This is an optimization exercise on Yosys and OpenROAD, whose aim is small area, not a production implementation. The RTL was checked by simulation tests, not by an equivalence proof against the original design. The clock port is modelled as an ideal driver; clocking choices that lean on that would not hold on a real chip.

==> 10-15: inputs <==
## project_top_milestone_3
module project_top_milestone_3(clk, rst, push, hsync, vsync, rgb);
export LEC_CHECK = 0
export CAP_MARGIN = 20
export CORE_MARGIN = 2
export CORE_UTILIZATION = 75
export CTS_BUF_LIST = sky130_fd_sc_hd__clkbuf_4
export SLEW_MARGIN = 20
create_clock -name core_clock -period 20.0 [get_ports {clk}]
standard.sh (not shown) runs the stock make flow with config.mk's settings and CLKGATE_MAP_FILE= SYNTH_SCRIPT=/design/flow/synth_recipe.tcl, a recipe that flattens the netlist after the stock synthesis.
==> flow/flow/run.sh <==
#!/bin/bash
# Layout flow: the standard flow (standard.sh), with three changes:
#  - after the standard synthesis, the combinational logic is re-mapped by ABC
#    with an area-oriented script (flip-flops, adders and tie cells are kept as
#    synthesized), and the result is proven equivalent to the standard netlist;
#  - the port buffers are buf_1 cells;
#  - clock tree synthesis uses clkbuf_4 buffers and inserts no dummy loads; clock
#    buffers whose sinks see a slow clock edge are then upsized to clkbuf_8.
# Each tool's output goes to a log file of its own in this folder.
set -euo pipefail
HERE=$(cd "$(dirname "$0")" && pwd)
WD=$(pwd)
LIB=$FLOW_HOME/platforms/$FLOW_PLATFORM/lib/sky130_fd_sc_hd__tt_025C_1v80.lib
RES=$WD/orfs/results/$FLOW_PLATFORM/project_top_milestone_3/base

bash standard.sh synth > "$WD/1_synth_standard.log" 2>&1
cp "$RES/1_2_yosys.v" "$WD/synth_standard.v"

bash "$HERE/reopt.sh" "$WD/synth_standard.v" "$WD/synth_reopt.v" "$LIB" "$WD/reopt" > "$WD/2_reopt.log" 2>&1
(cd "$WD/reopt" && bash "$HERE/equiv.sh" "$WD/synth_standard.v" "$WD/synth_reopt.v" "$LIB") > "$WD/3_equiv.log" 2>&1

cp "$WD/synth_reopt.v" "$RES/1_2_yosys.v"
rm -f "$RES/1_synth.odb" "$RES/1_synth.sdc"

export BUFFER_PORTS_ARGS="-buffer_cell sky130_fd_sc_hd__buf_1"
export POST_CTS_TCL="$HERE/post_cts.tcl"
export CTS_ARGS="-sink_clustering_enable -repair_clock_nets -buf_list sky130_fd_sc_hd__clkbuf_4 -dont_use_dummy_load"
bash standard.sh finish > "$WD/4_layout.log" 2>&1
==> flow/flow/post_cts.tcl <==
# Upsize clock buffers whose sinks see a slow clock edge, then re-legalize.
estimate_parasitics -placement
set changed 0
foreach inst [get_cells -hierarchical clkbuf_*] {
  set name [get_full_name $inst]
  set ref [get_property $inst ref_name]
  if { $ref != "sky130_fd_sc_hd__clkbuf_4" } { continue }
  set worst 0
  foreach pin [get_pins -of_objects [get_nets -of_objects [get_pins $name/X]]] {
    if { [get_property $pin direction] == "input" } {
      set s [get_property $pin slew_max]
      if { $s > $worst } { set worst $s }
    }
  }
  if { $worst > 0.095 } {
    puts "upsizing $name (worst sink slew $worst)"
    replace_cell $name sky130_fd_sc_hd__clkbuf_8
    incr changed
  }
}
if { $changed > 0 } {
  detailed_placement
  check_placement -verbose
  estimate_parasitics -placement
}
Other scripts of this flow, unchanged in this note and not shown: flow/flow/equiv.sh, flow/flow/gen_cells.py, flow/flow/reopt.abc, flow/flow/reopt.sh
==> 05-04: changes against 10-15 <==
--- a/flow/flow/run.sh
+++ b/flow/flow/run.sh
@@ -4,8 +4,7 @@
 #    with an area-oriented script (flip-flops, adders and tie cells are kept as
 #    synthesized), and the result is proven equivalent to the standard netlist;
 #  - the port buffers are buf_1 cells;
-#  - clock tree synthesis uses clkbuf_4 buffers and inserts no dummy loads; clock
-#    buffers whose sinks see a slow clock edge are then upsized to clkbuf_8.
+#  - clock tree synthesis uses clkbuf_4 buffers and inserts no dummy loads.
 # Each tool's output goes to a log file of its own in this folder.
 set -euo pipefail
 HERE=$(cd "$(dirname "$0")" && pwd)
@@ -23,6 +22,5 @@
 rm -f "$RES/1_synth.odb" "$RES/1_synth.sdc"
 
 export BUFFER_PORTS_ARGS="-buffer_cell sky130_fd_sc_hd__buf_1"
-export POST_CTS_TCL="$HERE/post_cts.tcl"
 export CTS_ARGS="-sink_clustering_enable -repair_clock_nets -buf_list sky130_fd_sc_hd__clkbuf_4 -dont_use_dummy_load"
 bash standard.sh finish > "$WD/4_layout.log" 2>&1
- CORE_UTILIZATION: 75 -> 40
removed: flow/flow/post_cts.tcl
==> 09-03: changes against 10-15 <==
- CORE_UTILIZATION: 75 -> 60
==> out/results.ini <==
[status]
status = timing/DRC/antenna clean

[global_route]
grtUsageMet3_pct = 3.23
use_met1_pct = 21.2
grt_pass1_vias = 3271

[clocking]
clk_pin_slew_ps = 90

[placement]
dp.cells = 621
gp_congestion = 0.848

[sta]
finalWorstSetupSlack_ps = 8850

[pwr]
pg_comb_uw = 8.11
p_leak_nw = 1.93
p_seq_share_pct = 64.1

[worst_setup_path]
cp.arrival_ps = 7150

[finish]
fin_util_pct = 43.3

[drt]
vias_per_cell = 5.05

-- figures above: 05-04

==> out/results.ini <==
[status]
status = timing/DRC/antenna clean

[floorplan]
dieArea_um2 = 6470

[finish]
fin_util_pct = 82.3

[pwr]
pg_comb_uw = 8.37
ir_worst_vdd_mv = 0.0397
p_leak_nw = 1.94

[global_route]
grt_pass1_vias = 3378
use_met1_pct = 39.4

[placement]
dp.cells = 553
gp_congestion = 0.941

[worst_setup_path]
cp.arrival_ps = 7090

[clocking]
clk_pin_slew_ps = 90

[sta]
finalWorstSetupSlack_ps = 8910

[drt]
vias_per_cell = 5.91
drc = 0

-- figures above: 10-15

==> out/results.ini <==
[global_route]
use_met1_pct = 32.9
grtUsageMet3_pct = 4.89
grt_pass1_vias = 3034

[worst_setup_path]
crit_end = rgb[0]
cp.arrival_ps = 7030

[pwr]
p_leak_nw = 1.94
p_seq_share_pct = 60.5

[finish]
fin_util_pct = 64.6

[sta]
finalWorstSetupSlack_ps = 8970

[placement]
gp_congestion = 0.902

[clocking]
clk_pin_slew_ps = 70

[status]
status = timing/DRC/antenna clean

-- figures above: 09-03

==> afterwards: timing with drivers on the ports <==
How much do the figures lean on ideal ports? The routed layouts below were timed once more, with nothing changed but the port constraints. Step 1, drivers: a clkbuf_16 drives clk and a buf_2 each remaining input, both assumed. Step 2 moves the port delays by t, midway between the first and last clock arrival at a register: inputs arrive t later, outputs are due t later. That takes back most of the time a late clock gives input paths. a / b / c = ideal / step 1 / step 2; a / b = the first two.
run | t (ns) | slack for setup (ns) | clock arrival spread, ns | worst data-port slew with drivers (ns) | pins driven straight from the clock port
10-15 | 0.366 | 8.911 / 8.880 / 9.246 | 0.036 / 0.036 | 0.03 | 1
05-04 | 0.433 | 8.845 / 8.813 / 9.247 | 0.040 / 0.041 | 0.03 | 1
09-03 | 0.361 | 8.973 / 8.941 / 9.303 | 0.023 / 0.023 | 0.03 | 1
After both steps setup and hold are still met in every run listed.
